This design comes from an exercise in tuning for small area on the open sky130 flow, not from production work. The RTL was checked by simulation tests, not by an equivalence proof against the original design. The clock port is modelled as an ideal driver, which makes a skipped or thinned clock tree look cheaper than it is; a real chip needs a root buffer or a tree. Power and IR drop assume default switching activity.

## alpha
Design mac_row, start of the top module:
module mac_row (
    clk, reset, execute, load, a_select,
    nzero_weights_flat, w_indexes_flat,
    in_activation_flat, in_psum_flat, act_index_flat,
    final_psum_flat, load_out
);
Size: ~110 flip-flops, roughly 6100 um^2 of cells after synthesis.
clock: 8.0 ns
lec_check: 0
cap_margin: 20
core_margin: 2
core_utilization: 70
slew_margin: 20
synth_hierarchical: 1
standard.sh (not shown) runs the stock make flow with config.mk's settings and CLKGATE_MAP_FILE= SYNTH_SCRIPT=/design/flow/synth_recipe.tcl, a recipe that flattens the netlist after the stock synthesis.
==> flow/flow/run.sh <==
#!/bin/bash
# Layout flow: the standard ORFS flow (standard.sh) with two changes:
#  - port buffers use the smallest buffer cell (buffer_ports -buffer_cell)
#  - the clock tree is built by flow/cts_tree.tcl instead of TritonCTS
set -euo pipefail
cd "$(dirname "$0")/.."
export BUFFER_PORTS_ARGS="-buffer_cell sky130_fd_sc_hd__buf_1"
export PRE_CTS_TCL="$PWD/flow/cts_tree.tcl"
export CLK_LEAVES=${CLK_LEAVES:-7}
export CLK_BUF=${CLK_BUF:-sky130_fd_sc_hd__clkbuf_8}
export CLK_ROOT_BUF=${CLK_ROOT_BUF:-sky130_fd_sc_hd__clkbuf_4}
bash standard.sh > standard.log 2>&1
Other scripts of this flow, unchanged in this note and not shown: flow/flow/cts_tree.tcl
## Diff of input files: beta against alpha
--- a/flow/design.v
+++ b/flow/design.v
@@ -6,18 +6,19 @@
 endmodule
 module mac_ha (a, b, s, co);
     input a, b;
     output s, co;
     assign s = a ^ b;
     assign co = a & b;
 endmodule
-module mac_pick (s, d, y);
+module mac_pick (s, d, h, q, y);
     input [3:0] s, d;
+    input h, q;
     output y;
-    assign y = |(s & d);
+    assign y = |(s & d) | (h & q);
 endmodule
 module mac_sel (ld, ad, d, s, q);
     input ld, ad, d, s;
     output q;
     assign q = (ld & d) | (ad & s);
 endmodule
 module mac_mul4 (a, b, p);
@@ -60,44 +61,43 @@
     output load_out;
     reg execute_q, load_q;
     reg [3:0] a1, a2, w1_0, w1_1, w2_0, w2_1;
     reg [1:0] c1_0, c1_1, c2_0, c2_1;
     reg [19:0] psum0, psum1, psum2, psum3;
     wire [1:0] idx = a_select ? act_index_flat[3:2] : act_index_flat[1:0];
     wire [3:0] act = a_select ? in_activation_flat[7:4] : in_activation_flat[3:0];
-    wire [3:0] oh = {idx == 2'd3, idx == 2'd2, idx == 2'd1, idx == 2'd0};
+    wire [3:0] oh = {4{execute}} & {idx == 2'd3, idx == 2'd2, idx == 2'd1, idx == 2'd0};
+    wire hold = ~execute;
     wire [3:0] sw0, sw1;
     wire [1:0] sc0, sc1;
     genvar b;
     generate
         for (b = 0; b < 4; b = b + 1) begin : PW
-            mac_pick u0 (.s(oh), .d({nzero_weights_flat[12+b], nzero_weights_flat[8+b], nzero_weights_flat[4+b], nzero_weights_flat[b]}), .y(sw0[b]));
-            mac_pick u1 (.s(oh), .d({nzero_weights_flat[28+b], nzero_weights_flat[24+b], nzero_weights_flat[20+b], nzero_weights_flat[16+b]}), .y(sw1[b]));
+            mac_pick u0 (.s(oh), .d({nzero_weights_flat[12+b], nzero_weights_flat[8+b], nzero_weights_flat[4+b], nzero_weights_flat[b]}), .h(hold), .q(w1_0[b]), .y(sw0[b]));
+            mac_pick u1 (.s(oh), .d({nzero_weights_flat[28+b], nzero_weights_flat[24+b], nzero_weights_flat[20+b], nzero_weights_flat[16+b]}), .h(hold), .q(w1_1[b]), .y(sw1[b]));
         end
         for (b = 0; b < 2; b = b + 1) begin : PC
-            mac_pick u0 (.s(oh), .d({w_indexes_flat[6+b], w_indexes_flat[4+b], w_indexes_flat[2+b], w_indexes_flat[b]}), .y(sc0[b]));
-            mac_pick u1 (.s(oh), .d({w_indexes_flat[14+b], w_indexes_flat[12+b], w_indexes_flat[10+b], w_indexes_flat[8+b]}), .y(sc1[b]));
+            mac_pick u0 (.s(oh), .d({w_indexes_flat[6+b], w_indexes_flat[4+b], w_indexes_flat[2+b], w_indexes_flat[b]}), .h(hold), .q(c1_0[b]), .y(sc0[b]));
+            mac_pick u1 (.s(oh), .d({w_indexes_flat[14+b], w_indexes_flat[12+b], w_indexes_flat[10+b], w_indexes_flat[8+b]}), .h(hold), .q(c1_1[b]), .y(sc1[b]));
         end
     endgenerate
     always @(posedge clk) begin
         execute_q <= execute;
         load_q <= load;
-        a1 <= reset ? 4'd0 : act;
+        if (reset) a1 <= 4'd0;
+        else if (execute) a1 <= act;
         w1_0 <= sw0;
         w1_1 <= sw1;
         c1_0 <= sc0;
         c1_1 <= sc1;
-        if (reset) a2 <= 4'd0;
-        else if (execute_q) a2 <= a1;
-        if (execute_q) begin
-            w2_0 <= w1_0;
-            w2_1 <= w1_1;
-            c2_0 <= c1_0;
-            c2_1 <= c1_1;
-        end
+        a2 <= reset ? 4'd0 : a1;
+        w2_0 <= w1_0;
+        w2_1 <= w1_1;
+        c2_0 <= c1_0;
+        c2_1 <= c1_1;
     end
     assign load_out = load_q;
     wire [7:0] p0, p1;
     mac_mul4 m0 (.a(a2), .b(w2_0), .p(p0));
     mac_mul4 m1 (.a(a2), .b(w2_1), .p(p1));
     wire eq = (c2_0 == c2_1);
     wire [7:0] p1e = p1 & {8{eq}};
==> run summary <==
- Every stage of the flow completed for beta, and the final layout passed the timing, design-rule and antenna checks.
- In the metrics for alpha and beta, the one carrying the higher delay contributed by the slowest stage of the critical path is beta.
- The overall track demand over capacity in global routing in beta was higher than what alpha gave.
- Compared with alpha, placement density in the core of beta is higher.
- Total number of multi-input combinational cells: beta vs alpha up 1.4%
- Sequential element share of the synthesized area: alpha and beta compared, higher one is alpha
- Compared with alpha, routed wire length in beta increased by a few percent.
- Diff alpha -> beta: cell count after placement barely changed, area of the die fell by about 1%.
- The power in beta was higher than what alpha gave.
- Compared to alpha, beta has final worst-path setup slack 0.13 ns higher.
- beta ends up with a share of total power in the clock network that is 0.4 points lower than in alpha.
- | total vias in the final route | higher: beta |
No run of this note takes its clock network from TritonCTS; it comes from the design's own scripts or RTL.

afterwards: timing with drivers on the ports:
No port has a modelled driver above. Below, the same layouts with a new extraction and two added sets of constraints.
Step 1 (the two cells are an assumption about what drives the block):
set clk [get_ports {clk}]
set_driving_cell -lib_cell sky130_fd_sc_hd__clkbuf_16 $clk
set_driving_cell -lib_cell sky130_fd_sc_hd__buf_2 [delete_from_list [all_inputs] $clk]
Step 2 times the ports against the registers' clock, not the clock port: input delays grow and output delays shrink by t, the midpoint of the rising clock arrivals with the driver on.
a / b / c = ideal / step 1 / step 2; a / b = the first two.
run | t, ns | setup slack, ns | worst setup path at the end | latest minus earliest clock arrival (ns) | slew at the worst register clock pin (ns)
alpha | 0.494 | 0.979 / 0.979 / 0.979 | register to register | 0.015 / 0.015 | 0.11 / 0.11
beta | 0.494 | 1.105 / 1.105 / 1.105 | register to register | 0.015 / 0.016 | 0.11 / 0.11
After both steps setup and hold are still met in every run listed.
